This design comes from an exercise in tuning for small area and a short achievable clock period on the open sky130 flow, not from production work.
No functional check of the RTL was part of any run shown here.

File: flow/config.mk
export PLATFORM = sky130hd
export DESIGN_NAME = MAC_25
export DESIGN_NICKNAME = MAC_25
export VERILOG_FILES = /design/flow/design.v
export SDC_FILE = /design/flow/constraint.sdc
export NUM_CORES = 4
export LEC_CHECK = 0
export CAP_MARGIN = 20
export CORE_MARGIN = 2
export CORE_UTILIZATION = 40
export SETUP_SLACK_MARGIN = 2.5
export SLEW_MARGIN = 20
File: flow/constraint.sdc
create_clock -name core_clock -period 12.0 [get_ports {sys_clk}]
set_input_delay 2.4000 -clock core_clock [delete_from_list [all_inputs] [get_ports {sys_clk}]]
set_output_delay 2.4000 -clock core_clock [all_outputs]
set_load 0.01 [all_outputs]
File: flow/flow/run.sh
#!/bin/bash
set -euo pipefail
sed 's/yosys synth -nofsm -noshare/yosys synth -nofsm -noshare -noabc/' synth_recipe.tcl > my_synth.tcl
bash standard.sh "SYNTH_SCRIPT=$PWD/my_synth.tcl" "BUFFER_PORTS_ARGS=-buffer_cell sky130_fd_sc_hd__buf_1" finish > standard.log 2>&1
File: flow/design.v
module MAC_25(
    input         sys_clk,
    input         sys_en,
    input         rst_n,
    input  [7:0]  data_in_a,
    input         sign_data_in_a,
    input  [7:0]  data_in_b,
    output [15:0] mul_output,
    output [24:0] mac_output
);
    wire [64:0] pp;
    wire [15:0] ra, rb, prod;
    wire [24:0] acc_next;
    reg  [24:0] acc;
    mac_pp u_pp(.data_in_a(data_in_a), .sign_data_in_a(sign_data_in_a), .data_in_b(data_in_b), .pp(pp));
    mac_tree u_tree(.pp(pp), .ra(ra), .rb(rb));
    mac_cpa u_cpa(.ra(ra), .rb(rb), .prod(prod));
    mac_acc u_acc(.sys_en(sys_en), .acc(acc), .prod(prod), .acc_next(acc_next));
    assign mul_output = prod;
    always @(posedge sys_clk or negedge rst_n) begin
        if (!rst_n)
            acc <= 25'd0;
        else
            acc <= acc_next;
    end
    assign mac_output = acc;
endmodule
module mac_pp(input [7:0] data_in_a, input sign_data_in_a, input [7:0] data_in_b, output [64:0] pp);
    wire [7:0] a = data_in_a;
    wire       t = sign_data_in_a;
    wire       bz = |data_in_b[6:0];
    wire [7:0] bp = {data_in_b[7] & bz, data_in_b[6:0]} ^ {8{t}};
    wire       sel1 = data_in_b[0];
    wire       sel2 = t & ~data_in_b[0];
    wire pp0_0 = (sel1 & a[0]);
    wire pp0_1 = (sel1 & a[1]) | (sel2 & a[0]);
    wire pp0_2 = (sel1 & a[2]) | (sel2 & a[1]);
    wire pp0_3 = (sel1 & a[3]) | (sel2 & a[2]);
    wire pp0_4 = (sel1 & a[4]) | (sel2 & a[3]);
    wire pp0_5 = (sel1 & a[5]) | (sel2 & a[4]);
    wire pp0_6 = (sel1 & a[6]) | (sel2 & a[5]);
    wire pp0_7 = (sel1 & a[7]) | (sel2 & a[6]);
    wire pp0_8 = (sel2 & a[7]);
    wire pp1_0 = a[0] & bp[1];
    wire pp1_1 = a[1] & bp[1];
    wire pp1_2 = a[2] & bp[1];
    wire pp1_3 = a[3] & bp[1];
    wire pp1_4 = a[4] & bp[1];
    wire pp1_5 = a[5] & bp[1];
    wire pp1_6 = a[6] & bp[1];
    wire pp1_7 = a[7] & bp[1];
    wire pp2_0 = a[0] & bp[2];
    wire pp2_1 = a[1] & bp[2];
    wire pp2_2 = a[2] & bp[2];
    wire pp2_3 = a[3] & bp[2];
    wire pp2_4 = a[4] & bp[2];
    wire pp2_5 = a[5] & bp[2];
    wire pp2_6 = a[6] & bp[2];
    wire pp2_7 = a[7] & bp[2];
    wire pp3_0 = a[0] & bp[3];
    wire pp3_1 = a[1] & bp[3];
    wire pp3_2 = a[2] & bp[3];
    wire pp3_3 = a[3] & bp[3];
    wire pp3_4 = a[4] & bp[3];
    wire pp3_5 = a[5] & bp[3];
    wire pp3_6 = a[6] & bp[3];
    wire pp3_7 = a[7] & bp[3];
    wire pp4_0 = a[0] & bp[4];
    wire pp4_1 = a[1] & bp[4];
    wire pp4_2 = a[2] & bp[4];
    wire pp4_3 = a[3] & bp[4];
    wire pp4_4 = a[4] & bp[4];
    wire pp4_5 = a[5] & bp[4];
    wire pp4_6 = a[6] & bp[4];
    wire pp4_7 = a[7] & bp[4];
    wire pp5_0 = a[0] & bp[5];
    wire pp5_1 = a[1] & bp[5];
    wire pp5_2 = a[2] & bp[5];
    wire pp5_3 = a[3] & bp[5];
    wire pp5_4 = a[4] & bp[5];
    wire pp5_5 = a[5] & bp[5];
    wire pp5_6 = a[6] & bp[5];
    wire pp5_7 = a[7] & bp[5];
    wire pp6_0 = a[0] & bp[6];
    wire pp6_1 = a[1] & bp[6];
    wire pp6_2 = a[2] & bp[6];
    wire pp6_3 = a[3] & bp[6];
    wire pp6_4 = a[4] & bp[6];
    wire pp6_5 = a[5] & bp[6];
    wire pp6_6 = a[6] & bp[6];
    wire pp6_7 = a[7] & bp[6];
    wire nbp7 = ~bp[7];
    wire pp7_0 = ~a[0] | nbp7;
    wire pp7_1 = ~a[1] | nbp7;
    wire pp7_2 = ~a[2] | nbp7;
    wire pp7_3 = ~a[3] | nbp7;
    wire pp7_4 = ~a[4] | nbp7;
    wire pp7_5 = ~a[5] | nbp7;
    wire pp7_6 = ~a[6] | nbp7;
    wire pp7_7 = ~a[7] | nbp7;
    assign pp = {pp7_7, pp7_6, pp6_7, pp7_5, pp6_6, pp5_7, pp7_4, pp6_5, pp5_6, pp4_7, pp7_3, pp6_4, pp5_5, pp4_6, pp3_7, pp7_2, pp6_3, pp5_4, pp4_5, pp3_6, pp2_7, pp7_1, pp6_2, pp5_3, pp4_4, pp3_5, pp2_6, pp1_7, pp0_8, pp7_0, pp6_1, pp5_2, pp4_3, pp3_4, pp2_5, pp1_6, pp0_7, pp6_0, pp5_1, pp4_2, pp3_3, pp2_4, pp1_5, pp0_6, pp5_0, pp4_1, pp3_2, pp2_3, pp1_4, pp0_5, pp4_0, pp3_1, pp2_2, pp1_3, pp0_4, pp3_0, pp2_1, pp1_2, pp0_3, pp2_0, pp1_1, pp0_2, pp1_0, pp0_1, pp0_0};
endmodule
module mac_tree(input [64:0] pp, output [15:0] ra, output [15:0] rb);
    wire pp0_0 = pp[0];
    wire pp0_1 = pp[1];
    wire pp1_0 = pp[2];
    wire pp0_2 = pp[3];
    wire pp1_1 = pp[4];
    wire pp2_0 = pp[5];
    wire pp0_3 = pp[6];
    wire pp1_2 = pp[7];
    wire pp2_1 = pp[8];
    wire pp3_0 = pp[9];
    wire pp0_4 = pp[10];
    wire pp1_3 = pp[11];
    wire pp2_2 = pp[12];
    wire pp3_1 = pp[13];
    wire pp4_0 = pp[14];
    wire pp0_5 = pp[15];
    wire pp1_4 = pp[16];
    wire pp2_3 = pp[17];
    wire pp3_2 = pp[18];
    wire pp4_1 = pp[19];
    wire pp5_0 = pp[20];
    wire pp0_6 = pp[21];
    wire pp1_5 = pp[22];
    wire pp2_4 = pp[23];
    wire pp3_3 = pp[24];
    wire pp4_2 = pp[25];
    wire pp5_1 = pp[26];
    wire pp6_0 = pp[27];
    wire pp0_7 = pp[28];
    wire pp1_6 = pp[29];
    wire pp2_5 = pp[30];
    wire pp3_4 = pp[31];
    wire pp4_3 = pp[32];
    wire pp5_2 = pp[33];
    wire pp6_1 = pp[34];
    wire pp7_0 = pp[35];
    wire pp0_8 = pp[36];
    wire pp1_7 = pp[37];
    wire pp2_6 = pp[38];
    wire pp3_5 = pp[39];
    wire pp4_4 = pp[40];
    wire pp5_3 = pp[41];
    wire pp6_2 = pp[42];
    wire pp7_1 = pp[43];
    wire pp2_7 = pp[44];
    wire pp3_6 = pp[45];
    wire pp4_5 = pp[46];
    wire pp5_4 = pp[47];
    wire pp6_3 = pp[48];
    wire pp7_2 = pp[49];
    wire pp3_7 = pp[50];
    wire pp4_6 = pp[51];
    wire pp5_5 = pp[52];
    wire pp6_4 = pp[53];
    wire pp7_3 = pp[54];
    wire pp4_7 = pp[55];
    wire pp5_6 = pp[56];
    wire pp6_5 = pp[57];
    wire pp7_4 = pp[58];
    wire pp5_7 = pp[59];
    wire pp6_6 = pp[60];
    wire pp7_5 = pp[61];
    wire pp6_7 = pp[62];
    wire pp7_6 = pp[63];
    wire pp7_7 = pp[64];
    wire s1 = pp0_2 ^ pp1_1 ^ pp2_0;
    wire c2 = (pp0_2 & pp1_1) | (pp0_2 & pp2_0) | (pp1_1 & pp2_0);
    wire s3 = pp0_3 ^ pp1_2 ^ pp2_1;
    wire c4 = (pp0_3 & pp1_2) | (pp0_3 & pp2_1) | (pp1_2 & pp2_1);
    wire s5 = pp3_0 ^ c2 ^ s3;
    wire c6 = (pp3_0 & c2) | (pp3_0 & s3) | (c2 & s3);
    wire s7 = pp0_4 ^ pp1_3 ^ pp2_2;
    wire c8 = (pp0_4 & pp1_3) | (pp0_4 & pp2_2) | (pp1_3 & pp2_2);
    wire s9 = pp3_1 ^ pp4_0 ^ c4;
    wire c10 = (pp3_1 & pp4_0) | (pp3_1 & c4) | (pp4_0 & c4);
    wire s11 = s7 ^ c6 ^ s9;
    wire c12 = (s7 & c6) | (s7 & s9) | (c6 & s9);
    wire s13 = pp0_5 ^ pp1_4 ^ pp2_3;
    wire c14 = (pp0_5 & pp1_4) | (pp0_5 & pp2_3) | (pp1_4 & pp2_3);
    wire s15 = pp3_2 ^ pp4_1 ^ pp5_0;
    wire c16 = (pp3_2 & pp4_1) | (pp3_2 & pp5_0) | (pp4_1 & pp5_0);
    wire s17 = c8 ^ s13 ^ s15;
    wire c18 = (c8 & s13) | (c8 & s15) | (s13 & s15);
    wire s19 = c10 ^ s17 ^ c12;
    wire c20 = (c10 & s17) | (c10 & c12) | (s17 & c12);
    wire s21 = pp0_6 ^ pp1_5 ^ pp2_4;
    wire c22 = (pp0_6 & pp1_5) | (pp0_6 & pp2_4) | (pp1_5 & pp2_4);
    wire s23 = pp3_3 ^ pp4_2 ^ pp5_1;
    wire c24 = (pp3_3 & pp4_2) | (pp3_3 & pp5_1) | (pp4_2 & pp5_1);
    wire s25 = pp6_0 ^ c14 ^ c16;
    wire c26 = (pp6_0 & c14) | (pp6_0 & c16) | (c14 & c16);
    wire s27 = s21 ^ s23 ^ c18;
    wire c28 = (s21 & s23) | (s21 & c18) | (s23 & c18);
    wire s29 = s25 ^ s27;
    wire c30 = s25 & s27;
    wire s31 = 1'b1 ^ pp0_7 ^ pp1_6;
    wire c32 = (1'b1 & pp0_7) | (1'b1 & pp1_6) | (pp0_7 & pp1_6);
    wire s33 = pp2_5 ^ pp3_4 ^ pp4_3;
    wire c34 = (pp2_5 & pp3_4) | (pp2_5 & pp4_3) | (pp3_4 & pp4_3);
    wire s35 = pp5_2 ^ pp6_1 ^ c22;
    wire c36 = (pp5_2 & pp6_1) | (pp5_2 & c22) | (pp6_1 & c22);
    wire s37 = c24 ^ s31 ^ s33;
    wire c38 = (c24 & s31) | (c24 & s33) | (s31 & s33);
    wire s39 = c26 ^ pp7_0 ^ s35;
    wire c40 = (c26 & pp7_0) | (c26 & s35) | (pp7_0 & s35);
    wire s41 = s37 ^ c28 ^ s39;
    wire c42 = (s37 & c28) | (s37 & s39) | (c28 & s39);
    wire s43 = pp0_8 ^ pp1_7 ^ pp2_6;
    wire c44 = (pp0_8 & pp1_7) | (pp0_8 & pp2_6) | (pp1_7 & pp2_6);
    wire s45 = pp3_5 ^ pp4_4 ^ pp5_3;
    wire c46 = (pp3_5 & pp4_4) | (pp3_5 & pp5_3) | (pp4_4 & pp5_3);
    wire s47 = pp6_2 ^ c32 ^ c34;
    wire c48 = (pp6_2 & c32) | (pp6_2 & c34) | (c32 & c34);
    wire s49 = s43 ^ s45 ^ c36;
    wire c50 = (s43 & s45) | (s43 & c36) | (s45 & c36);
    wire s51 = c38 ^ pp7_1 ^ s47;
    wire c52 = (c38 & pp7_1) | (c38 & s47) | (pp7_1 & s47);
    wire s53 = c40 ^ s49 ^ s51;
    wire c54 = (c40 & s49) | (c40 & s51) | (s49 & s51);
    wire s55 = pp2_7 ^ pp3_6 ^ pp4_5;
    wire c56 = (pp2_7 & pp3_6) | (pp2_7 & pp4_5) | (pp3_6 & pp4_5);
    wire s57 = pp5_4 ^ pp6_3 ^ c44;
    wire c58 = (pp5_4 & pp6_3) | (pp5_4 & c44) | (pp6_3 & c44);
    wire s59 = c46 ^ s55 ^ c48;
    wire c60 = (c46 & s55) | (c46 & c48) | (s55 & c48);
    wire s61 = pp7_2 ^ s57 ^ c50;
    wire c62 = (pp7_2 & s57) | (pp7_2 & c50) | (s57 & c50);
    wire s63 = c52 ^ s59 ^ s61;
    wire c64 = (c52 & s59) | (c52 & s61) | (s59 & s61);
    wire s65 = pp3_7 ^ pp4_6 ^ pp5_5;
    wire c66 = (pp3_7 & pp4_6) | (pp3_7 & pp5_5) | (pp4_6 & pp5_5);
    wire s67 = pp6_4 ^ c56 ^ s65;
    wire c68 = (pp6_4 & c56) | (pp6_4 & s65) | (c56 & s65);
    wire s69 = c58 ^ pp7_3 ^ s67;
    wire c70 = (c58 & pp7_3) | (c58 & s67) | (pp7_3 & s67);
    wire s71 = c60 ^ s69 ^ c62;
    wire c72 = (c60 & s69) | (c60 & c62) | (s69 & c62);
    wire s73 = pp4_7 ^ pp5_6 ^ pp6_5;
    wire c74 = (pp4_7 & pp5_6) | (pp4_7 & pp6_5) | (pp5_6 & pp6_5);
    wire s75 = c66 ^ s73 ^ c68;
    wire c76 = (c66 & s73) | (c66 & c68) | (s73 & c68);
    wire s77 = pp7_4 ^ c70 ^ s75;
    wire c78 = (pp7_4 & c70) | (pp7_4 & s75) | (c70 & s75);
    wire s79 = pp5_7 ^ pp6_6 ^ c74;
    wire c80 = (pp5_7 & pp6_6) | (pp5_7 & c74) | (pp6_6 & c74);
    wire s81 = pp7_5 ^ s79 ^ c76;
    wire c82 = (pp7_5 & s79) | (pp7_5 & c76) | (s79 & c76);
    wire s83 = pp6_7 ^ c80 ^ pp7_6;
    wire c84 = (pp6_7 & c80) | (pp6_7 & pp7_6) | (c80 & pp7_6);
    assign ra = {1'b1, pp7_7, s83, c78, s77, c64, c54, c42, c30, c20, s19, s11, s5, s1, pp0_1, pp0_0};
    assign rb = {1'b0, c84, c82, s81, c72, s71, s63, s53, s41, s29, 1'b0, 1'b0, 1'b0, 1'b0, pp1_0, 1'b0};
endmodule
module mac_cpa(input [15:0] ra, input [15:0] rb, output [15:0] prod);
    wire [15:0] g85 = ra & rb;
    wire [15:0] p86 = ra ^ rb;
    wire G87 = g85[1] | (p86[1] & g85[0]);
    wire P88 = p86[1] & p86[0];
    wire G89 = g85[2] | (p86[2] & g85[1]);
    wire P90 = p86[2] & p86[1];
    wire G91 = g85[3] | (p86[3] & g85[2]);
    wire P92 = p86[3] & p86[2];
    wire G93 = g85[4] | (p86[4] & g85[3]);
    wire P94 = p86[4] & p86[3];
    wire G95 = g85[5] | (p86[5] & g85[4]);
    wire P96 = p86[5] & p86[4];
    wire G97 = g85[6] | (p86[6] & g85[5]);
    wire P98 = p86[6] & p86[5];
    wire G99 = g85[7] | (p86[7] & g85[6]);
    wire P100 = p86[7] & p86[6];
    wire G101 = g85[8] | (p86[8] & g85[7]);
    wire P102 = p86[8] & p86[7];
    wire G103 = g85[9] | (p86[9] & g85[8]);
    wire P104 = p86[9] & p86[8];
    wire G105 = g85[10] | (p86[10] & g85[9]);
    wire P106 = p86[10] & p86[9];
    wire G107 = g85[11] | (p86[11] & g85[10]);
    wire P108 = p86[11] & p86[10];
    wire G109 = g85[12] | (p86[12] & g85[11]);
    wire P110 = p86[12] & p86[11];
    wire G111 = g85[13] | (p86[13] & g85[12]);
    wire P112 = p86[13] & p86[12];
    wire G113 = g85[14] | (p86[14] & g85[13]);
    wire P114 = p86[14] & p86[13];
    wire G115 = g85[15] | (p86[15] & g85[14]);
    wire P116 = p86[15] & p86[14];
    wire G117 = G89 | (P90 & g85[0]);
    wire P118 = P90 & p86[0];
    wire G119 = G91 | (P92 & G87);
    wire P120 = P92 & P88;
    wire G121 = G93 | (P94 & G89);
    wire P122 = P94 & P90;
    wire G123 = G95 | (P96 & G91);
    wire P124 = P96 & P92;
    wire G125 = G97 | (P98 & G93);
    wire P126 = P98 & P94;
    wire G127 = G99 | (P100 & G95);
    wire P128 = P100 & P96;
    wire G129 = G101 | (P102 & G97);
    wire P130 = P102 & P98;
    wire G131 = G103 | (P104 & G99);
    wire P132 = P104 & P100;
    wire G133 = G105 | (P106 & G101);
    wire P134 = P106 & P102;
    wire G135 = G107 | (P108 & G103);
    wire P136 = P108 & P104;
    wire G137 = G109 | (P110 & G105);
    wire P138 = P110 & P106;
    wire G139 = G111 | (P112 & G107);
    wire P140 = P112 & P108;
    wire G141 = G113 | (P114 & G109);
    wire P142 = P114 & P110;
    wire G143 = G115 | (P116 & G111);
    wire P144 = P116 & P112;
    wire G145 = G121 | (P122 & g85[0]);
    wire P146 = P122 & p86[0];
    wire G147 = G123 | (P124 & G87);
    wire P148 = P124 & P88;
    wire G149 = G125 | (P126 & G117);
    wire P150 = P126 & P118;
    wire G151 = G127 | (P128 & G119);
    wire P152 = P128 & P120;
    wire G153 = G129 | (P130 & G121);
    wire P154 = P130 & P122;
    wire G155 = G131 | (P132 & G123);
    wire P156 = P132 & P124;
    wire G157 = G133 | (P134 & G125);
    wire P158 = P134 & P126;
    wire G159 = G135 | (P136 & G127);
    wire P160 = P136 & P128;
    wire G161 = G137 | (P138 & G129);
    wire P162 = P138 & P130;
    wire G163 = G139 | (P140 & G131);
    wire P164 = P140 & P132;
    wire G165 = G141 | (P142 & G133);
    wire P166 = P142 & P134;
    wire G167 = G143 | (P144 & G135);
    wire P168 = P144 & P136;
    wire G169 = G153 | (P154 & g85[0]);
    wire P170 = P154 & p86[0];
    wire G171 = G155 | (P156 & G87);
    wire P172 = P156 & P88;
    wire G173 = G157 | (P158 & G117);
    wire P174 = P158 & P118;
    wire G175 = G159 | (P160 & G119);
    wire P176 = P160 & P120;
    wire G177 = G161 | (P162 & G145);
    wire P178 = P162 & P146;
    wire G179 = G163 | (P164 & G147);
    wire P180 = P164 & P148;
    wire G181 = G165 | (P166 & G149);
    wire P182 = P166 & P150;
    wire G183 = G167 | (P168 & G151);
    wire P184 = P168 & P152;
    assign prod = p86 ^ {G181, G179, G177, G175, G173, G171, G169, G151, G149, G147, G145, G119, G117, G87, g85[0], 1'b0};
endmodule
module mac_acc(input sys_en, input [24:0] acc, input [15:0] prod, output [24:0] acc_next);
    wire [15:0] pg = prod & {16{sys_en}};
    wire cy16;
    wire [15:0] lo_sum;
    wire [15:0] g185 = acc[15:0] & pg;
    wire [15:0] p186 = acc[15:0] ^ pg;
    wire G187 = g185[1] | (p186[1] & g185[0]);
    wire P188 = p186[1] & p186[0];
    wire G189 = g185[3] | (p186[3] & g185[2]);
    wire P190 = p186[3] & p186[2];
    wire G191 = g185[5] | (p186[5] & g185[4]);
    wire P192 = p186[5] & p186[4];
    wire G193 = g185[7] | (p186[7] & g185[6]);
    wire P194 = p186[7] & p186[6];
    wire G195 = g185[9] | (p186[9] & g185[8]);
    wire P196 = p186[9] & p186[8];
    wire G197 = g185[11] | (p186[11] & g185[10]);
    wire P198 = p186[11] & p186[10];
    wire G199 = g185[13] | (p186[13] & g185[12]);
    wire P200 = p186[13] & p186[12];
    wire G201 = g185[15] | (p186[15] & g185[14]);
    wire P202 = p186[15] & p186[14];
    wire G203 = g185[2] | (p186[2] & G187);
    wire P204 = p186[2] & P188;
    wire G205 = G189 | (P190 & G187);
    wire P206 = P190 & P188;
    wire G207 = g185[6] | (p186[6] & G191);
    wire P208 = p186[6] & P192;
    wire G209 = G193 | (P194 & G191);
    wire P210 = P194 & P192;
    wire G211 = g185[10] | (p186[10] & G195);
    wire P212 = p186[10] & P196;
    wire G213 = G197 | (P198 & G195);
    wire P214 = P198 & P196;
    wire G215 = g185[14] | (p186[14] & G199);
    wire P216 = p186[14] & P200;
    wire G217 = G201 | (P202 & G199);
    wire P218 = P202 & P200;
    wire G219 = g185[4] | (p186[4] & G205);
    wire P220 = p186[4] & P206;
    wire G221 = G191 | (P192 & G205);
    wire P222 = P192 & P206;
    wire G223 = G207 | (P208 & G205);
    wire P224 = P208 & P206;
    wire G225 = G209 | (P210 & G205);
    wire P226 = P210 & P206;
    wire G227 = g185[12] | (p186[12] & G213);
    wire P228 = p186[12] & P214;
    wire G229 = G199 | (P200 & G213);
    wire P230 = P200 & P214;
    wire G231 = G215 | (P216 & G213);
    wire P232 = P216 & P214;
    wire G233 = G217 | (P218 & G213);
    wire P234 = P218 & P214;
    wire G235 = g185[8] | (p186[8] & G225);
    wire P236 = p186[8] & P226;
    wire G237 = G195 | (P196 & G225);
    wire P238 = P196 & P226;
    wire G239 = G211 | (P212 & G225);
    wire P240 = P212 & P226;
    wire G241 = G213 | (P214 & G225);
    wire P242 = P214 & P226;
    wire G243 = G227 | (P228 & G225);
    wire P244 = P228 & P226;
    wire G245 = G229 | (P230 & G225);
    wire P246 = P230 & P226;
    wire G247 = G231 | (P232 & G225);
    wire P248 = P232 & P226;
    wire G249 = G233 | (P234 & G225);
    wire P250 = P234 & P226;
    assign lo_sum = p186 ^ {G247, G245, G243, G241, G239, G237, G235, G225, G223, G221, G219, G205, G203, G187, g185[0], 1'b0};
    assign cy16 = G249;
    assign acc_next[15:0] = lo_sum;
    wire inc = cy16 & ~pg[15];
    wire dec = pg[15] & ~cy16;
    wire [8:0] hi = acc[24:16];
    wire [8:0] ones, zeros;
    assign ones[0] = 1'b1;
    assign zeros[0] = 1'b1;
    assign ones[1] = ones[0] & hi[0];
    assign zeros[1] = zeros[0] & ~hi[0];
    assign ones[2] = ones[1] & hi[1];
    assign zeros[2] = zeros[1] & ~hi[1];
    assign ones[3] = ones[2] & hi[2];
    assign zeros[3] = zeros[2] & ~hi[2];
    assign ones[4] = ones[3] & hi[3];
    assign zeros[4] = zeros[3] & ~hi[3];
    assign ones[5] = ones[4] & hi[4];
    assign zeros[5] = zeros[4] & ~hi[4];
    assign ones[6] = ones[5] & hi[5];
    assign zeros[6] = zeros[5] & ~hi[5];
    assign ones[7] = ones[6] & hi[6];
    assign zeros[7] = zeros[6] & ~hi[6];
    assign ones[8] = ones[7] & hi[7];
    assign zeros[8] = zeros[7] & ~hi[7];
    assign acc_next[24:16] = hi ^ (({9{inc}} & ones) | ({9{dec}} & zeros));
endmodule
File: flow/standard.sh
#!/bin/bash
# synth_recipe.tcl (not shown) runs the flow's synth.tcl, then flattens the netlist and writes it again
# the make line also repeats each setting of config.mk as NAME=value (left out here)
make -C /OpenROAD-flow-scripts/flow DESIGN_CONFIG=/design/flow/config.mk WORK_HOME=/design/flow/orfs CLKGATE_MAP_FILE= SYNTH_SCRIPT=/design/flow/synth_recipe.tcl "${@:-finish}"
==> results of run 1 <==
[layer usage]
layer	vias to the layer above	global-route usage
li1	1292	-
met1	1326	0.234
met2	46	0.262
met3	8	0.0260
met4	0	0.0195
met5	-	0
[worst min-delay path by stage]
| stage | startpoint | end | slack, ns | depth (start not counted) |
|---|---|---|---|---|
| floorplan | acc[24]$_DFF_PN0_ | acc[24]$_DFF_PN0_ | 0.51 | 1 |
| global placement | acc[24]$_DFF_PN0_ | acc[24]$_DFF_PN0_ | 0.46 | 1 |
| detailed placement | acc[24]$_DFF_PN0_ | acc[24]$_DFF_PN0_ | 0.46 | 1 |
| CTS | acc[24]$_DFF_PN0_ | acc[24]$_DFF_PN0_ | 0.48 | 1 |
| global route | acc[24]$_DFF_PN0_ | acc[24]$_DFF_PN0_ | 0.51 | 1 |
| finish | acc[24]$_DFF_PN0_ | acc[24]$_DFF_PN0_ | 0.48 | 1 |
[logic make-up (layout without fill, tap and decap cells)]
group / after synthesis / count (layout) / synth area share
adder cells (fa/ha/maj): 74 / 74 / 0.363
AND/OR/NAND/NOR: 127 / 127 / 0.208
XOR/XNOR: 36 / 36 / 0.0911
flip-flops: 25 / 25 / 0.181
buffers and inverters: 18 / 75 / 0.0228
multiplexers: 3 / 3 / 0.00868
AO/OA/AOI/OAI: 60 / 60 / 0.125
[per-stage QoR]
step | instances | hold WS [ns]
after floorplan | 343 | 0.508
after global placement | 501 | 0.461
after detailed placement | 501 | 0.465
after CTS | 505 | 0.483
after global routing | 505 | 0.506
final | 505 | 0.481
[timing repair]
item	in CTS	in global routing
buffers inserted	0	0
hold buffers	0	0
endpoints found under the setup margin	0	7
resized for setup	0	4
[placed cells by master, fill, tap and decap left out, types with 2 or more instances in the layout]
master / count
and2_1: 66
buf_1: 58
fa_1: 44
ha_1: 30
dfrtp_1: 25
nand2_1: 23
xnor2_1: 20
xor2_1: 14
a21oi_1: 13
inv_1: 10
nor2_1: 10
a21o_1: 8
o21ai_0: 7
a22o_1: 6
nand3_1: 5
and3_1: 4
nand4_1: 3
o21a_1: 3
nor2b_1: 3
nor3_1: 3
mux2i_1: 3
clkbuf_8: 3
xor2_2: 2
and4_1: 2
a211oi_1: 2
a221oi_1: 2
o211ai_1: 2
o21bai_1: 2
a22oi_1: 2
clkbuf_2: 2
[critical path, stage by stage]
cell and delay, ns:
clkbuf_2 0.24, xor2_1 0.52, and2_1 0.22, fa_1 0.44, fa_1 0.54, fa_1 0.45
fa_1 0.49, ha_1 0.41, a21oi_1 0.23, o221ai_1 0.15, a21o_1 0.20, o21ai_1 0.18
nor2b_1 0.16, buf_1 0.16
[area by class of cell]
class / count / area share
multi-input cells: 300 / 0.721
clock buffers: 4 / 0.0117
well taps: 105 / 0.0342
repair buffers: 61 / 0.0612
inverters: 10 / 0.00976
flip-flops and latches: 25 / 0.163
==> run_results.csv, run 1 <==
group,metric,value,unit
run_status,status,"timing/DRC/antenna clean",
synthesis,syn_area,0.00346,mm^2
route,firstDrtPassIters,4,
cells_and_area,final_util,0.463,
cells_and_area,drive_above_1_share,0.0350,
route,post_drt_via_cell_ratio,5.29,
synthesis,yosysTopAreaCellShare,0.255,
cells_and_area,fill_cells,826,
cells_and_area,multiInputGateArea,0.00277,mm^2
route,wl_per_cell,14.8,um
die,dieArea,0.00941,mm^2
timing,fmax,0.109,GHz
setup_path,r2r_end,"acc[23]$_DFF_PN0_",
placement,portBuffers,60,
route,wirelength,7460,um
global_route,first_global_vias,2717,
route,drc,0,
worst_hold_path,min_path_type,"reg2reg",
placement,dpl.hpwl,6150,um
placement,placed_area,0.00378,mm^2
synthesis,synth_common_cells,"and2_1, fa_1, ha_1, dfrtp_1, nand2_1",
placement,gp_congestion,0.796,
timing,period_share,0.767,
clock_network,cts_tree,"yes",
die,num_rows,33,
setup_path,r2r-start,"acc[0]$_DFF_PN0_",
synthesis,yosysMostFrequentCell,"and2_1",
setup_path,critPathCaptureType,"output port",
timing,final_hold_viol_count,0,
synthesis,synth_nets,437,
synthesis,yosys_warnings,1,
synthesis,ys_types,49,
die,io_pins,61,
cells_and_area,largest_reg_flops,25,
route,top_layer,"met4",
setup_path,crit_type,"in2out",
synthesis,async_flop_share,1.00,
die,fp.dieW,97.0,um
clock_network,cts_buffers,3,
setup_path,cp_max_fo,8,
die,core-area,0.00830,mm^2
timing,rsz0062_at_grt,"no",
setup_path,crit_required,9.60,ns
timing,skew,0.00535,ns
die,start_util,0.417,
global_route,grt-ovfl-total,0,
setup_path,cp.arrival,6.81,ns
setup_path,r2r_cells,13,
clock_network,cts-root-buf,"clkbuf_8",
synthesis,synth-edff-count,0,
route,m1WireLength,3500,um
clock_network,clk_latency,0.27,ns
clock_network,clkSlewWorstSetupHoldPaths,0.09,ns
timing,finalSetupTns,0,ns
cells_and_area,nNetsFinal,495,
synthesis,syn_avg_cell_area,10.1,um^2
setup_path,critPathCapture,"mul_output[15]",
timing,slew-limit-headroom,0.494,
placement,dpl_worst_slack,2.63,ns
route,via_count,2672,
synthesis,yosys.area.top_type,"fa_1",
route,met3_length,262,um
timing,fin_ws,2.79,ns
setup_path,timing.critical_path.from,"sign_data_in_a",
setup_path,crit_path_start_kind,"primary input",
route,wl_met2,3650,um
synthesis,synthTopCellsByArea,"fa_1, dfrtp_1, and2_1",
route,ant_nets,0,
cells_and_area,area_delta_synth_final,11.1,%
global_route,grt_first_pass_wirelength,12800,um
global_route,grt_usage,0.161,
clock_network,cts.sinks,25,
cells_and_area,antenna_cells,0,
clock_network,cts_max_level,1,
synthesis,syn_inst,343,
cells_and_area,final_area,0.00385,mm^2
synthesis,synth-seq-area-share,0.181,
timing,drv_slew,0,
run,cap_violations,0,
synthesis,synth_seq_cells,25,
timing,post-route-min-period,9.21,ns
route,drt_iter0_markers,110,
cells_and_area,largest-register,"acc",
cells_and_area,layout_top_registers,"acc: 25 flops",
timing,setup_viol,0,
global_route,grt_max_degree,26,
global_route,antenna_found_initial,0,
clock_network,cts_buffer_depth,2,
synthesis,ys.flop_type,"dfrtp_1",
setup_path,r2r_slack,8.48,ns
die,fp.dieH,97.0,um
timing,worstMarginPinSlew,0.754,ns
cells_and_area,seq_area,626,um^2
==> run 2: changes to the inputs <==
--- a/flow/design.v
+++ b/flow/design.v
@@ -10,3 +10,3 @@
 );
-    wire [64:0] pp;
+    wire [66:0] pp;
     wire [15:0] ra, rb, prod;
@@ -27,3 +27,3 @@
 endmodule
-module mac_pp(input [7:0] data_in_a, input sign_data_in_a, input [7:0] data_in_b, output [64:0] pp);
+module mac_pp(input [7:0] data_in_a, input sign_data_in_a, input [7:0] data_in_b, output [66:0] pp);
     wire [7:0] a = data_in_a;
@@ -91,14 +91,15 @@
     wire pp6_7 = a[7] & bp[6];
-    wire nbp7 = ~bp[7];
-    wire pp7_0 = ~a[0] | nbp7;
-    wire pp7_1 = ~a[1] | nbp7;
-    wire pp7_2 = ~a[2] | nbp7;
-    wire pp7_3 = ~a[3] | nbp7;
-    wire pp7_4 = ~a[4] | nbp7;
-    wire pp7_5 = ~a[5] | nbp7;
-    wire pp7_6 = ~a[6] | nbp7;
-    wire pp7_7 = ~a[7] | nbp7;
-    assign pp = {pp7_7, pp7_6, pp6_7, pp7_5, pp6_6, pp5_7, pp7_4, pp6_5, pp5_6, pp4_7, pp7_3, pp6_4, pp5_5, pp4_6, pp3_7, pp7_2, pp6_3, pp5_4, pp4_5, pp3_6, pp2_7, pp7_1, pp6_2, pp5_3, pp4_4, pp3_5, pp2_6, pp1_7, pp0_8, pp7_0, pp6_1, pp5_2, pp4_3, pp3_4, pp2_5, pp1_6, pp0_7, pp6_0, pp5_1, pp4_2, pp3_3, pp2_4, pp1_5, pp0_6, pp5_0, pp4_1, pp3_2, pp2_3, pp1_4, pp0_5, pp4_0, pp3_1, pp2_2, pp1_3, pp0_4, pp3_0, pp2_1, pp1_2, pp0_3, pp2_0, pp1_1, pp0_2, pp1_0, pp0_1, pp0_0};
+    wire pp7_0 = bp[7] & ~a[0];
+    wire pp7_1 = bp[7] & ~a[1];
+    wire pp7_2 = bp[7] & ~a[2];
+    wire pp7_3 = bp[7] & ~a[3];
+    wire pp7_4 = bp[7] & ~a[4];
+    wire pp7_5 = bp[7] & ~a[5];
+    wire pp7_6 = bp[7] & ~a[6];
+    wire pp7_7 = bp[7] & ~a[7];
+    wire pp7_8 = bp[7];
+    wire pp7_c = bp[7];
+    assign pp = {pp7_8, pp7_7, pp7_6, pp6_7, pp7_5, pp6_6, pp5_7, pp7_4, pp6_5, pp5_6, pp4_7, pp7_3, pp6_4, pp5_5, pp4_6, pp3_7, pp7_2, pp6_3, pp5_4, pp4_5, pp3_6, pp2_7, pp7_1, pp6_2, pp5_3, pp4_4, pp3_5, pp2_6, pp1_7, pp0_8, pp7_c, pp7_0, pp6_1, pp5_2, pp4_3, pp3_4, pp2_5, pp1_6, pp0_7, pp6_0, pp5_1, pp4_2, pp3_3, pp2_4, pp1_5, pp0_6, pp5_0, pp4_1, pp3_2, pp2_3, pp1_4, pp0_5, pp4_0, pp3_1, pp2_2, pp1_3, pp0_4, pp3_0, pp2_1, pp1_2, pp0_3, pp2_0, pp1_1, pp0_2, pp1_0, pp0_1, pp0_0};
 endmodule
-module mac_tree(input [64:0] pp, output [15:0] ra, output [15:0] rb);
+module mac_tree(input [66:0] pp, output [15:0] ra, output [15:0] rb);
     wire pp0_0 = pp[0];
@@ -139,31 +140,33 @@
     wire pp7_0 = pp[35];
-    wire pp0_8 = pp[36];
-    wire pp1_7 = pp[37];
-    wire pp2_6 = pp[38];
-    wire pp3_5 = pp[39];
-    wire pp4_4 = pp[40];
-    wire pp5_3 = pp[41];
-    wire pp6_2 = pp[42];
-    wire pp7_1 = pp[43];
-    wire pp2_7 = pp[44];
-    wire pp3_6 = pp[45];
-    wire pp4_5 = pp[46];
-    wire pp5_4 = pp[47];
-    wire pp6_3 = pp[48];
-    wire pp7_2 = pp[49];
-    wire pp3_7 = pp[50];
-    wire pp4_6 = pp[51];
-    wire pp5_5 = pp[52];
-    wire pp6_4 = pp[53];
-    wire pp7_3 = pp[54];
-    wire pp4_7 = pp[55];
-    wire pp5_6 = pp[56];
-    wire pp6_5 = pp[57];
-    wire pp7_4 = pp[58];
-    wire pp5_7 = pp[59];
-    wire pp6_6 = pp[60];
-    wire pp7_5 = pp[61];
-    wire pp6_7 = pp[62];
-    wire pp7_6 = pp[63];
-    wire pp7_7 = pp[64];
+    wire pp7_c = pp[36];
+    wire pp0_8 = pp[37];
+    wire pp1_7 = pp[38];
+    wire pp2_6 = pp[39];
+    wire pp3_5 = pp[40];
+    wire pp4_4 = pp[41];
+    wire pp5_3 = pp[42];
+    wire pp6_2 = pp[43];
+    wire pp7_1 = pp[44];
+    wire pp2_7 = pp[45];
+    wire pp3_6 = pp[46];
+    wire pp4_5 = pp[47];
+    wire pp5_4 = pp[48];
+    wire pp6_3 = pp[49];
+    wire pp7_2 = pp[50];
+    wire pp3_7 = pp[51];
+    wire pp4_6 = pp[52];
+    wire pp5_5 = pp[53];
+    wire pp6_4 = pp[54];
+    wire pp7_3 = pp[55];
+    wire pp4_7 = pp[56];
+    wire pp5_6 = pp[57];
+    wire pp6_5 = pp[58];
+    wire pp7_4 = pp[59];
+    wire pp5_7 = pp[60];
+    wire pp6_6 = pp[61];
+    wire pp7_5 = pp[62];
+    wire pp6_7 = pp[63];
+    wire pp7_6 = pp[64];
+    wire pp7_7 = pp[65];
+    wire pp7_8 = pp[66];
     wire s1 = pp0_2 ^ pp1_1 ^ pp2_0;
@@ -198,14 +201,14 @@
     wire c30 = s25 & s27;
-    wire s31 = 1'b1 ^ pp0_7 ^ pp1_6;
-    wire c32 = (1'b1 & pp0_7) | (1'b1 & pp1_6) | (pp0_7 & pp1_6);
-    wire s33 = pp2_5 ^ pp3_4 ^ pp4_3;
-    wire c34 = (pp2_5 & pp3_4) | (pp2_5 & pp4_3) | (pp3_4 & pp4_3);
-    wire s35 = pp5_2 ^ pp6_1 ^ c22;
-    wire c36 = (pp5_2 & pp6_1) | (pp5_2 & c22) | (pp6_1 & c22);
-    wire s37 = c24 ^ s31 ^ s33;
-    wire c38 = (c24 & s31) | (c24 & s33) | (s31 & s33);
-    wire s39 = c26 ^ pp7_0 ^ s35;
-    wire c40 = (c26 & pp7_0) | (c26 & s35) | (pp7_0 & s35);
-    wire s41 = s37 ^ c28 ^ s39;
-    wire c42 = (s37 & c28) | (s37 & s39) | (c28 & s39);
+    wire s31 = pp0_7 ^ pp1_6 ^ pp2_5;
+    wire c32 = (pp0_7 & pp1_6) | (pp0_7 & pp2_5) | (pp1_6 & pp2_5);
+    wire s33 = pp3_4 ^ pp4_3 ^ pp5_2;
+    wire c34 = (pp3_4 & pp4_3) | (pp3_4 & pp5_2) | (pp4_3 & pp5_2);
+    wire s35 = pp6_1 ^ c22 ^ c24;
+    wire c36 = (pp6_1 & c22) | (pp6_1 & c24) | (c22 & c24);
+    wire s37 = s31 ^ s33 ^ c26;
+    wire c38 = (s31 & s33) | (s31 & c26) | (s33 & c26);
+    wire s39 = pp7_c ^ pp7_0 ^ s35;
+    wire c40 = (pp7_c & pp7_0) | (pp7_c & s35) | (pp7_0 & s35);
+    wire s41 = c28 ^ s37 ^ s39;
+    wire c42 = (c28 & s37) | (c28 & s39) | (s37 & s39);
     wire s43 = pp0_8 ^ pp1_7 ^ pp2_6;
@@ -218,4 +221,4 @@
     wire c50 = (s43 & s45) | (s43 & c36) | (s45 & c36);
-    wire s51 = c38 ^ pp7_1 ^ s47;
-    wire c52 = (c38 & pp7_1) | (c38 & s47) | (pp7_1 & s47);
+    wire s51 = pp7_1 ^ s47 ^ c38;
+    wire c52 = (pp7_1 & s47) | (pp7_1 & c38) | (s47 & c38);
     wire s53 = c40 ^ s49 ^ s51;
@@ -230,4 +233,4 @@
     wire c62 = (pp7_2 & s57) | (pp7_2 & c50) | (s57 & c50);
-    wire s63 = c52 ^ s59 ^ s61;
-    wire c64 = (c52 & s59) | (c52 & s61) | (s59 & s61);
+    wire s63 = s59 ^ c52 ^ s61;
+    wire c64 = (s59 & c52) | (s59 & s61) | (c52 & s61);
     wire s65 = pp3_7 ^ pp4_6 ^ pp5_5;
@@ -252,3 +255,3 @@
     wire c84 = (pp6_7 & c80) | (pp6_7 & pp7_6) | (c80 & pp7_6);
-    assign ra = {1'b1, pp7_7, s83, c78, s77, c64, c54, c42, c30, c20, s19, s11, s5, s1, pp0_1, pp0_0};
+    assign ra = {pp7_8, pp7_7, s83, c78, s77, c64, c54, c42, c30, c20, s19, s11, s5, s1, pp0_1, pp0_0};
     assign rb = {1'b0, c84, c82, s81, c72, s71, s63, s53, s41, s29, 1'b0, 1'b0, 1'b0, 1'b0, pp1_0, 1'b0};
--- a/flow/config.mk
+++ b/flow/config.mk
@@ -10,3 +10,3 @@
 export CORE_UTILIZATION = 40
-export SETUP_SLACK_MARGIN = 2.5
+export SETUP_SLACK_MARGIN = 3
 export SLEW_MARGIN = 20
==> run 2 against run 1 <==
  * Sequential cell count unchanged
  * Sequential share of layout area down 1.7 points
  * Critical path depth up 1
  * Non-clock buffer count up 11
  * Critical path type unchanged
  * Setup slack better by 0.33 ns
==> run_results.csv, run 2 <==
group,metric,value,unit
run_status,status,"timing/DRC/antenna clean",
placement,placed_area,0.00384,mm^2
worst_hold_path,worstHoldPathCells,1,
cells_and_area,largest_reg_flops,25,
setup_path,r2r_end,"acc[23]$_DFF_PN0_",
route,wirelength,8060,um
setup_path,crit_type,"in2out",
cells_and_area,final_area,0.00428,mm^2
clock_network,cts_max_level,1,
cells_and_area,final_common_cell,"and2_1",
setup_path,r2r_cells,13,
timing,fmax,0.113,GHz
setup_path,cp_num_buf_inv,2,
cells_and_area,stdcell_count,520,
placement,dpl.hpwl,6310,um
die,num_rows,34,
clock_network,cts_hold_buf,0,
synthesis,syn_inst,344,
global_route,first_global_vias,2765,
cells_and_area,drive_above_1_share,0.155,
timing,rsz0062_at_grt,"no",
setup_path,critPathCaptureType,"output port",
synthesis,async_flop_share,1.00,
setup_path,r2r-start,"acc[0]$_DFF_PN0_",
synthesis,synth-edff-count,0,
synthesis,yosys_warnings,1,
clock_network,clk_latency,0.28,ns
timing,hold_ws,0.486,ns
timing,fin_ws,3.12,ns
synthesis,synth_nets,438,
clock_network,cts_buffers,3,
timing,finalSetupTns,0,ns
timing,post-route-min-period,8.88,ns
placement,gp_congestion,0.765,
setup_path,cp.arrival,6.48,ns
route,ant_nets,0,
timing,period_share,0.740,
cells_and_area,largest-register,"acc",
timing,slew-limit-headroom,0.629,
synthesis,ys_types,51,
setup_path,r2r_slack,8.33,ns
clock_network,cts.sinks,25,
global_route,grt_max_degree,26,
clock_network,cts_tree,"yes",
setup_path,crit_path_start_kind,"primary input",
setup_path,cp_max_fo,8,
clock_network,cts-root-buf,"clkbuf_8",
synthesis,yosysTopAreaCellShare,0.256,
cells_and_area,layout_top_registers,"acc: 25 flops",
global_route,antenna_found_initial,0,
route,post_drt_via_cell_ratio,5.18,
die,fp.dieH,97.8,um
route,firstDrtPassIters,4,
setup_path,cp_slowest_cell,"fa_1",
cells_and_area,nNetsFinal,507,
worst_hold_path,min_path_type,"reg2reg",
setup_path,crit_path_frequent_cell,"fa_1",
timing,setup_viol,0,
run,cap_violations,0,
placement,dpl_worst_slack,2.10,ns
synthesis,yosysMostFrequentCell,"and2_1",
setup_path,slowest_delay,0.52,ns
die,dieArea,0.00956,mm^2
route,via_count,2696,
setup_path,critPathTopFamily,"adder cells",
global_route,grt_usage,0.166,
cells_and_area,final_util,0.496,
setup_path,crit_required,9.60,ns
synthesis,synth_common_cells,"and2_1, fa_1, ha_1, dfrtp_1, xnor2_1",
worst_hold_path,min_from,"acc[24]$_DFF_PN0_",
global_route,grt_first_pass_wirelength,13100,um
setup_path,path_cells,"buf_12 -> xor2_4 -> and2_1 -> fa_1 -> fa_1 -> fa_2 -> fa_1 -> fa_1 -> ha_4 -> nand4_1 -> o22ai_4 -> or2_4 -> a31oi_4 -> xnor2_2 -> buf_2",
die,io_pins,61,
timing,final_hold_viol_count,0,
route,wl_per_cell,15.5,um
cells_and_area,area_delta_synth_final,21.7,%
timing,drv_slew,0,
placement,numPlacedInstances,505,
die,fp.dieW,97.8,um
synthesis,syn_area,0.00352,mm^2
clock_network,clkSlewWorstSetupHoldPaths,0.10,ns
global_route,grt-ovfl-total,0,
synthesis,synthTopCellsByArea,"fa_1, dfrtp_1, and2_1",
clock_network,cts_buffer_depth,2,
synthesis,synth_seq_cells,25,
placement,portBuffers,60,
cells_and_area,antenna_cells,0,
synthesis,ys.flop_type,"dfrtp_1",
synthesis,synth-seq-area-share,0.178,
timing,worstMarginPinSlew,0.555,ns
route,drt_iter0_markers,81,
synthesis,yosys.area.top_type,"fa_1",
timing,skew,0.00946,ns
worst_hold_path,worstHoldEndpoint,"acc[24]$_DFF_PN0_",
synthesis,syn_avg_cell_area,10.2,um^2
route,drc,0,
cells_and_area,final_cell_mix,"and2_1, buf_1, fa_1",
die,start_util,0.407,
die,core-area,0.00864,mm^2
[run 2: cell count changes after synthesis, sizes merged, moves of 2 or more]
cell / previous run / this run
nor2: 10 / 19
inv: 10 / 8
a221oi: 2 / 0
a31oi: 0 / 5
nand2: 23 / 10
nor3: 3 / 6
or2: 0 / 2
xnor2: 20 / 22
nand2b: 1 / 3
[run 2: layer usage]
metal	vias to the layer above	global-route usage	share of wire
met4	0	0.0278	0.0094
met1	1328	0.235	0.47
met5	-	0	0
met2	37	0.275	0.50
li1	1325	-	-
met3	6	0.0286	0.026
[run 2: kinds of logic (layout without fill, tap and decap cells)]
| family | after synthesis | after routing | synth area share |
|---|---|---|---|
| AO/OA/AOI/OAI | 59 | 59 | 0.119 |
| XOR/XNOR | 38 | 38 | 0.0999 |
| adder cells (fa/ha/maj) | 74 | 74 | 0.359 |
| buffers and inverters | 16 | 84 | 0.0231 |
| flip-flops | 25 | 25 | 0.178 |
| multiplexers | 2 | 2 | 0.00569 |
| AND/OR/NAND/NOR | 130 | 130 | 0.215 |
[run 2: how the worst max path moves through the flow]
| stage | slack [ns] | cells past startpoint | to | start |
|---|---|---|---|---|
| detailed placement | 2.10 | 26 | acc[24]$_DFF_PN0_ | sign_data_in_a |
| floorplan | 3.00 | 27 | acc[24]$_DFF_PN0_ | data_in_b[0] |
| global placement | 2.25 | 15 | mul_output[14] | sign_data_in_a |
| global route | 2.98 | 26 | acc[23]$_DFF_PN0_ | sign_data_in_a |
| finish | 3.12 | 15 | mul_output[11] | sign_data_in_a |
| CTS | 3.00 | 15 | mul_output[13] | sign_data_in_a |
[run 2: cell type report]
cell class	instances	area, um^2
Inverter	8	32.5
Fill cell	816	4350
Clock buffer	3	41.3
Timing Repair Buffer	72	358
Tap cell	108	135
Multi-Input combinational cell	303	3080
Sequential cell	25	626
Clock inverter	1	7.51
[run 2: timing repair]
item                                    CTS  global route
setup buffers                             4             7
pin swaps                                 7            15
endpoints found under the setup margin   14            12
resized for setup                        28            32
==> run 3: changes to the inputs <==
--- a/flow/design.v
+++ b/flow/design.v
@@ -263,99 +263,53 @@
     wire P88 = p86[1] & p86[0];
-    wire G89 = g85[2] | (p86[2] & g85[1]);
-    wire P90 = p86[2] & p86[1];
-    wire G91 = g85[3] | (p86[3] & g85[2]);
-    wire P92 = p86[3] & p86[2];
-    wire G93 = g85[4] | (p86[4] & g85[3]);
-    wire P94 = p86[4] & p86[3];
-    wire G95 = g85[5] | (p86[5] & g85[4]);
-    wire P96 = p86[5] & p86[4];
-    wire G97 = g85[6] | (p86[6] & g85[5]);
-    wire P98 = p86[6] & p86[5];
-    wire G99 = g85[7] | (p86[7] & g85[6]);
-    wire P100 = p86[7] & p86[6];
-    wire G101 = g85[8] | (p86[8] & g85[7]);
-    wire P102 = p86[8] & p86[7];
-    wire G103 = g85[9] | (p86[9] & g85[8]);
-    wire P104 = p86[9] & p86[8];
-    wire G105 = g85[10] | (p86[10] & g85[9]);
-    wire P106 = p86[10] & p86[9];
-    wire G107 = g85[11] | (p86[11] & g85[10]);
-    wire P108 = p86[11] & p86[10];
-    wire G109 = g85[12] | (p86[12] & g85[11]);
-    wire P110 = p86[12] & p86[11];
-    wire G111 = g85[13] | (p86[13] & g85[12]);
-    wire P112 = p86[13] & p86[12];
-    wire G113 = g85[14] | (p86[14] & g85[13]);
-    wire P114 = p86[14] & p86[13];
-    wire G115 = g85[15] | (p86[15] & g85[14]);
-    wire P116 = p86[15] & p86[14];
-    wire G117 = G89 | (P90 & g85[0]);
-    wire P118 = P90 & p86[0];
-    wire G119 = G91 | (P92 & G87);
-    wire P120 = P92 & P88;
-    wire G121 = G93 | (P94 & G89);
-    wire P122 = P94 & P90;
-    wire G123 = G95 | (P96 & G91);
-    wire P124 = P96 & P92;
-    wire G125 = G97 | (P98 & G93);
-    wire P126 = P98 & P94;
-    wire G127 = G99 | (P100 & G95);
-    wire P128 = P100 & P96;
-    wire G129 = G101 | (P102 & G97);
-    wire P130 = P102 & P98;
-    wire G131 = G103 | (P104 & G99);
-    wire P132 = P104 & P100;
-    wire G133 = G105 | (P106 & G101);
-    wire P134 = P106 & P102;
-    wire G135 = G107 | (P108 & G103);
-    wire P136 = P108 & P104;
-    wire G137 = G109 | (P110 & G105);
-    wire P138 = P110 & P106;
-    wire G139 = G111 | (P112 & G107);
-    wire P140 = P112 & P108;
-    wire G141 = G113 | (P114 & G109);
-    wire P142 = P114 & P110;
-    wire G143 = G115 | (P116 & G111);
-    wire P144 = P116 & P112;
-    wire G145 = G121 | (P122 & g85[0]);
-    wire P146 = P122 & p86[0];
-    wire G147 = G123 | (P124 & G87);
-    wire P148 = P124 & P88;
-    wire G149 = G125 | (P126 & G117);
-    wire P150 = P126 & P118;
-    wire G151 = G127 | (P128 & G119);
-    wire P152 = P128 & P120;
-    wire G153 = G129 | (P130 & G121);
-    wire P154 = P130 & P122;
-    wire G155 = G131 | (P132 & G123);
-    wire P156 = P132 & P124;
-    wire G157 = G133 | (P134 & G125);
-    wire P158 = P134 & P126;
-    wire G159 = G135 | (P136 & G127);
-    wire P160 = P136 & P128;
-    wire G161 = G137 | (P138 & G129);
-    wire P162 = P138 & P130;
-    wire G163 = G139 | (P140 & G131);
-    wire P164 = P140 & P132;
-    wire G165 = G141 | (P142 & G133);
-    wire P166 = P142 & P134;
-    wire G167 = G143 | (P144 & G135);
-    wire P168 = P144 & P136;
-    wire G169 = G153 | (P154 & g85[0]);
-    wire P170 = P154 & p86[0];
-    wire G171 = G155 | (P156 & G87);
-    wire P172 = P156 & P88;
-    wire G173 = G157 | (P158 & G117);
-    wire P174 = P158 & P118;
-    wire G175 = G159 | (P160 & G119);
-    wire P176 = P160 & P120;
-    wire G177 = G161 | (P162 & G145);
-    wire P178 = P162 & P146;
-    wire G179 = G163 | (P164 & G147);
-    wire P180 = P164 & P148;
-    wire G181 = G165 | (P166 & G149);
-    wire P182 = P166 & P150;
-    wire G183 = G167 | (P168 & G151);
-    wire P184 = P168 & P152;
-    assign prod = p86 ^ {G181, G179, G177, G175, G173, G171, G169, G151, G149, G147, G145, G119, G117, G87, g85[0], 1'b0};
+    wire G89 = g85[3] | (p86[3] & g85[2]);
+    wire P90 = p86[3] & p86[2];
+    wire G91 = g85[5] | (p86[5] & g85[4]);
+    wire P92 = p86[5] & p86[4];
+    wire G93 = g85[7] | (p86[7] & g85[6]);
+    wire P94 = p86[7] & p86[6];
+    wire G95 = g85[9] | (p86[9] & g85[8]);
+    wire P96 = p86[9] & p86[8];
+    wire G97 = g85[11] | (p86[11] & g85[10]);
+    wire P98 = p86[11] & p86[10];
+    wire G99 = g85[13] | (p86[13] & g85[12]);
+    wire P100 = p86[13] & p86[12];
+    wire G101 = g85[15] | (p86[15] & g85[14]);
+    wire P102 = p86[15] & p86[14];
+    wire G103 = G89 | (P90 & G87);
+    wire P104 = P90 & P88;
+    wire G105 = G93 | (P94 & G91);
+    wire P106 = P94 & P92;
+    wire G107 = G97 | (P98 & G95);
+    wire P108 = P98 & P96;
+    wire G109 = G101 | (P102 & G99);
+    wire P110 = P102 & P100;
+    wire G111 = G105 | (P106 & G103);
+    wire P112 = P106 & P104;
+    wire G113 = G109 | (P110 & G107);
+    wire P114 = P110 & P108;
+    wire G115 = G113 | (P114 & G111);
+    wire P116 = P114 & P112;
+    wire G117 = G107 | (P108 & G111);
+    wire P118 = P108 & P112;
+    wire G119 = G91 | (P92 & G103);
+    wire P120 = P92 & P104;
+    wire G121 = G95 | (P96 & G111);
+    wire P122 = P96 & P112;
+    wire G123 = G99 | (P100 & G117);
+    wire P124 = P100 & P118;
+    wire G125 = g85[2] | (p86[2] & G87);
+    wire P126 = p86[2] & P88;
+    wire G127 = g85[4] | (p86[4] & G103);
+    wire P128 = p86[4] & P104;
+    wire G129 = g85[6] | (p86[6] & G119);
+    wire P130 = p86[6] & P120;
+    wire G131 = g85[8] | (p86[8] & G111);
+    wire P132 = p86[8] & P112;
+    wire G133 = g85[10] | (p86[10] & G121);
+    wire P134 = p86[10] & P122;
+    wire G135 = g85[12] | (p86[12] & G117);
+    wire P136 = p86[12] & P118;
+    wire G137 = g85[14] | (p86[14] & G123);
+    wire P138 = p86[14] & P124;
+    assign prod = p86 ^ {G137, G123, G135, G117, G133, G121, G131, G111, G129, G119, G127, G103, G125, G87, g85[0], 1'b0};
 endmodule
@@ -365,70 +319,70 @@
     wire [15:0] lo_sum;
-    wire [15:0] g185 = acc[15:0] & pg;
-    wire [15:0] p186 = acc[15:0] ^ pg;
-    wire G187 = g185[1] | (p186[1] & g185[0]);
-    wire P188 = p186[1] & p186[0];
-    wire G189 = g185[3] | (p186[3] & g185[2]);
-    wire P190 = p186[3] & p186[2];
-    wire G191 = g185[5] | (p186[5] & g185[4]);
-    wire P192 = p186[5] & p186[4];
-    wire G193 = g185[7] | (p186[7] & g185[6]);
-    wire P194 = p186[7] & p186[6];
-    wire G195 = g185[9] | (p186[9] & g185[8]);
-    wire P196 = p186[9] & p186[8];
-    wire G197 = g185[11] | (p186[11] & g185[10]);
-    wire P198 = p186[11] & p186[10];
-    wire G199 = g185[13] | (p186[13] & g185[12]);
-    wire P200 = p186[13] & p186[12];
-    wire G201 = g185[15] | (p186[15] & g185[14]);
-    wire P202 = p186[15] & p186[14];
-    wire G203 = g185[2] | (p186[2] & G187);
-    wire P204 = p186[2] & P188;
-    wire G205 = G189 | (P190 & G187);
-    wire P206 = P190 & P188;
-    wire G207 = g185[6] | (p186[6] & G191);
-    wire P208 = p186[6] & P192;
-    wire G209 = G193 | (P194 & G191);
-    wire P210 = P194 & P192;
-    wire G211 = g185[10] | (p186[10] & G195);
-    wire P212 = p186[10] & P196;
-    wire G213 = G197 | (P198 & G195);
-    wire P214 = P198 & P196;
-    wire G215 = g185[14] | (p186[14] & G199);
-    wire P216 = p186[14] & P200;
-    wire G217 = G201 | (P202 & G199);
-    wire P218 = P202 & P200;
-    wire G219 = g185[4] | (p186[4] & G205);
-    wire P220 = p186[4] & P206;
-    wire G221 = G191 | (P192 & G205);
-    wire P222 = P192 & P206;
-    wire G223 = G207 | (P208 & G205);
-    wire P224 = P208 & P206;
-    wire G225 = G209 | (P210 & G205);
-    wire P226 = P210 & P206;
-    wire G227 = g185[12] | (p186[12] & G213);
-    wire P228 = p186[12] & P214;
-    wire G229 = G199 | (P200 & G213);
-    wire P230 = P200 & P214;
-    wire G231 = G215 | (P216 & G213);
-    wire P232 = P216 & P214;
-    wire G233 = G217 | (P218 & G213);
-    wire P234 = P218 & P214;
-    wire G235 = g185[8] | (p186[8] & G225);
-    wire P236 = p186[8] & P226;
-    wire G237 = G195 | (P196 & G225);
-    wire P238 = P196 & P226;
-    wire G239 = G211 | (P212 & G225);
-    wire P240 = P212 & P226;
-    wire G241 = G213 | (P214 & G225);
-    wire P242 = P214 & P226;
-    wire G243 = G227 | (P228 & G225);
-    wire P244 = P228 & P226;
-    wire G245 = G229 | (P230 & G225);
-    wire P246 = P230 & P226;
-    wire G247 = G231 | (P232 & G225);
-    wire P248 = P232 & P226;
-    wire G249 = G233 | (P234 & G225);
-    wire P250 = P234 & P226;
-    assign lo_sum = p186 ^ {G247, G245, G243, G241, G239, G237, G235, G225, G223, G221, G219, G205, G203, G187, g185[0], 1'b0};
-    assign cy16 = G249;
+    wire [15:0] g139 = acc[15:0] & pg;
+    wire [15:0] p140 = acc[15:0] ^ pg;
+    wire G141 = g139[1] | (p140[1] & g139[0]);
+    wire P142 = p140[1] & p140[0];
+    wire G143 = g139[3] | (p140[3] & g139[2]);
+    wire P144 = p140[3] & p140[2];
+    wire G145 = g139[5] | (p140[5] & g139[4]);
+    wire P146 = p140[5] & p140[4];
+    wire G147 = g139[7] | (p140[7] & g139[6]);
+    wire P148 = p140[7] & p140[6];
+    wire G149 = g139[9] | (p140[9] & g139[8]);
+    wire P150 = p140[9] & p140[8];
+    wire G151 = g139[11] | (p140[11] & g139[10]);
+    wire P152 = p140[11] & p140[10];
+    wire G153 = g139[13] | (p140[13] & g139[12]);
+    wire P154 = p140[13] & p140[12];
+    wire G155 = g139[15] | (p140[15] & g139[14]);
+    wire P156 = p140[15] & p140[14];
+    wire G157 = g139[2] | (p140[2] & G141);
+    wire P158 = p140[2] & P142;
+    wire G159 = G143 | (P144 & G141);
+    wire P160 = P144 & P142;
+    wire G161 = g139[6] | (p140[6] & G145);
+    wire P162 = p140[6] & P146;
+    wire G163 = G147 | (P148 & G145);
+    wire P164 = P148 & P146;
+    wire G165 = g139[10] | (p140[10] & G149);
+    wire P166 = p140[10] & P150;
+    wire G167 = G151 | (P152 & G149);
+    wire P168 = P152 & P150;
+    wire G169 = g139[14] | (p140[14] & G153);
+    wire P170 = p140[14] & P154;
+    wire G171 = G155 | (P156 & G153);
+    wire P172 = P156 & P154;
+    wire G173 = g139[4] | (p140[4] & G159);
+    wire P174 = p140[4] & P160;
+    wire G175 = G145 | (P146 & G159);
+    wire P176 = P146 & P160;
+    wire G177 = G161 | (P162 & G159);
+    wire P178 = P162 & P160;
+    wire G179 = G163 | (P164 & G159);
+    wire P180 = P164 & P160;
+    wire G181 = g139[12] | (p140[12] & G167);
+    wire P182 = p140[12] & P168;
+    wire G183 = G153 | (P154 & G167);
+    wire P184 = P154 & P168;
+    wire G185 = G169 | (P170 & G167);
+    wire P186 = P170 & P168;
+    wire G187 = G171 | (P172 & G167);
+    wire P188 = P172 & P168;
+    wire G189 = g139[8] | (p140[8] & G179);
+    wire P190 = p140[8] & P180;
+    wire G191 = G149 | (P150 & G179);
+    wire P192 = P150 & P180;
+    wire G193 = G165 | (P166 & G179);
+    wire P194 = P166 & P180;
+    wire G195 = G167 | (P168 & G179);
+    wire P196 = P168 & P180;
+    wire G197 = G181 | (P182 & G179);
+    wire P198 = P182 & P180;
+    wire G199 = G183 | (P184 & G179);
+    wire P200 = P184 & P180;
+    wire G201 = G185 | (P186 & G179);
+    wire P202 = P186 & P180;
+    wire G203 = G187 | (P188 & G179);
+    wire P204 = P188 & P180;
+    assign lo_sum = p140 ^ {G201, G199, G197, G195, G193, G191, G189, G179, G177, G175, G173, G159, G157, G141, g139[0], 1'b0};
+    assign cy16 = G203;
     assign acc_next[15:0] = lo_sum;
==> run 3 against run 2 <==
  * Largest cell class unchanged
  * Synthesized area decreased by 4.5%
  * Final cell count decreased by 6.2%
  * Setup slack got worse by 0.23 ns
  * Highest routed layer unchanged
  * Critical path type unchanged
  * Sequential cell count unchanged
  * Wire length decreased by 5.7%
==> run_results.csv, run 3 <==
group,metric,value,unit
route,post_drt_via_cell_ratio,5.18,
clock_network,cts_hold_buf,0,
route,wl_per_cell,15.6,um
setup_path,cp_max_fo,4,
clock_network,clkSlewWorstSetupHoldPaths,0.08,ns
setup_path,path_cells,"buf_2 -> xor2_4 -> and2_4 -> fa_2 -> fa_2 -> fa_2 -> fa_2 -> fa_2 -> ha_4 -> a21o_1 -> a211o_1 -> a31oi_4 -> o31ai_2 -> fa_2 -> xnor2_4 -> buf_6",
cells_and_area,stdcell_count,488,
clock_network,clk_latency,0.27,ns
die,dieArea,0.00915,mm^2
cells_and_area,largest_reg_flops,25,
synthesis,synth-seq-area-share,0.186,
setup_path,r2r_slack,8.42,ns
cells_and_area,layout_top_registers,"acc: 25 flops",
route,ant_nets,0,
timing,finalSetupTns,0,ns
synthesis,ys_types,42,
synthesis,syn_inst,309,
global_route,busiest_layer,"met2",
setup_path,crit_type,"in2out",
die,fp.dieW,95.7,um
cells_and_area,final_common_cell,"and2_1",
cells_and_area,nNetsFinal,483,
setup_path,r2r_cells,13,
worst_hold_path,worstHoldEndpoint,"acc[24]$_DFF_PN0_",
clock_network,cts-root-buf,"clkbuf_8",
synthesis,syn_avg_cell_area,10.9,um^2
timing,hold_ws,0.481,ns
timing,worstMarginPinSlew,0.589,ns
die,start_util,0.411,
cells_and_area,area_delta_synth_final,29.3,%
timing,period_share,0.759,
global_route,gr-usage-met1,0.222,
setup_path,crit_path_start_kind,"primary input",
synthesis,synth-edff-count,0,
cells_and_area,largest-register,"acc",
route,drc,0,
timing,fmax,0.110,GHz
timing,setup_viol,0,
setup_path,cp_slowest_cell,"fa_2",
cells_and_area,multiInputGateArea,0.00307,mm^2
synthesis,yosys.area.top_type,"fa_1",
placement,dpl.hpwl,5980,um
synthesis,ys.flop_type,"dfrtp_1",
placement,portBuffers,60,
setup_path,cp.arrival,6.70,ns
run,cap_violations,0,
die,core-area,0.00818,mm^2
synthesis,synth_common_cells,"and2_1, fa_1, ha_1, dfrtp_1",
clock_network,cts_buffers,3,
global_route,first_global_vias,2721,
synthesis,yosysTopAreaCellShare,0.298,
route,wirelength,7610,um
setup_path,r2r_end,"acc[24]$_DFF_PN0_",
timing,post-route-min-period,9.10,ns
clock_network,cts.sinks,25,
clock_network,cts_buffer_depth,2,
run_status,status,"timing/DRC/antenna clean",
global_route,met2_usage,0.341,
synthesis,synth_seq_cells,25,
setup_path,crit_required,9.60,ns
die,io_pins,61,
cells_and_area,fill_cells,760,
placement,gp_congestion,0.808,
global_route,use_met3,0.0134,
route,drt_iter0_markers,34,
timing,final_hold_viol_count,0,
worst_hold_path,worstHoldPathCells,1,
global_route,grt_first_pass_wirelength,13000,um
die,num_rows,33,
timing,drv_slew,0,
## run 3: cell types whose count changed after synthesis, moves of 3 or more
| cell | before | now |
|---|---|---|
| nand4_1 | 3 | 0 |
| inv_1 | 7 | 4 |
| fa_1 | 45 | 50 |
| a31oi_1 | 5 | 2 |
| a21oi_1 | 14 | 10 |
| nor3_1 | 6 | 2 |
| and3_1 | 3 | 6 |
| a21o_1 | 8 | 4 |
| xnor2_1 | 22 | 15 |
| nand3_1 | 6 | 0 |
## run 3: cell type report
class	instances	area share
clock buffer	4	0.0104
inverter	4	0.00345
multi-input combinational	272	0.707
sequential	25	0.144
tap	105	0.0302
timing repair buffer	78	0.105
## run 3: stage by stage
step	cell area (um^2)	setup slack (ns)	util
detailed placement	3810	1.89	0.466
global route	4350	2.75	0.532
global placement	3810	1.96	0.466
floorplan	3510	2.75	-
CTS	4230	2.88	0.517
finish	4350	2.90	0.532
## run 3: worst max-delay path by stage
| stage | startpoint | endpoint | cells past startpoint |
|---|---|---|---|
| finish | data_in_b[5] | mul_output[15] | 16 |
| floorplan | sign_data_in_a | acc[24]$_DFF_PN0_ | 29 |
| global route | sign_data_in_a | mul_output[15] | 17 |
| detailed placement | sign_data_in_a | acc[24]$_DFF_PN0_ | 28 |
| global placement | sign_data_in_a | acc[24]$_DFF_PN0_ | 28 |
| CTS | sign_data_in_a | mul_output[15] | 16 |
## run 3: what timing repair did
action	CTS	global route
setup buffers	16	1
setup endpoints to repair	14	11
resized for setup	48	23
pin swaps	22	3
## run 3: cell families after synthesis
family / synth area share
flip-flops: 0.186
adder cells (fa/ha/maj): 0.406
AND/OR/NAND/NOR: 0.199
AO/OA/AOI/OAI: 0.0979
XOR/XNOR: 0.0882
multiplexers: 0.00596
buffers and inverters: 0.0168
## run 3: worst max-delay path, delay by kind of cell
family	cells	cell delay, ns
adders and majority gates	7	2.75
AOI/OAI and AO/OA	4	0.71
xor gates and xnor gates	2	0.40
buffers and inverters	2	0.27
and+or+nand+nor	1	0.18
## run 3: metal layers
metal  up-vias  routed length [um]
met4         0                  91
met1      1279                3290
met3         8                 266
met5         -                   0
met2        49                3960
li1       1192                   -

==> re-timing with driven ports <==
How much do the figures lean on ideal ports? The routed layouts below were timed once more, with nothing changed but the port constraints. Step 1 sets driving cells, clkbuf_16 on the clock port and buf_2 on the other inputs (assumed; they add their load-dependent delay and slew). Step 2 moves the port delays by t, midway between the first and last clock arrival at a register: inputs arrive t later, outputs are due t later. That takes back most of the time a late clock gives input paths. Three values: ideal ports, drivers, drivers and shift; two values: the first two.
| run | t, ns | slack for setup (ns) | hold WS [ns] | worst slew at a driven data input, ns | pins driven straight from the clock port |
|---|---|---|---|---|---|
| run 1 | 0.294 | 2.794 / 2.766 / 2.766 | 0.481 / 0.481 / 0.481 | 0.03 | 1 |
| run 2 | 0.305 | 3.124 / 3.077 / 2.939 | 0.486 / 0.486 / 0.486 | 0.06 | 1 |
| run 3 | 0.291 | 2.898 / 2.842 / 2.722 | 0.481 / 0.481 / 0.481 | 0.08 | 1 |
After both steps setup and hold are still met in every run listed. The setup slack of run 2, which loses most, moves by -0.047 ns with the drivers and by -0.185 ns with both steps.
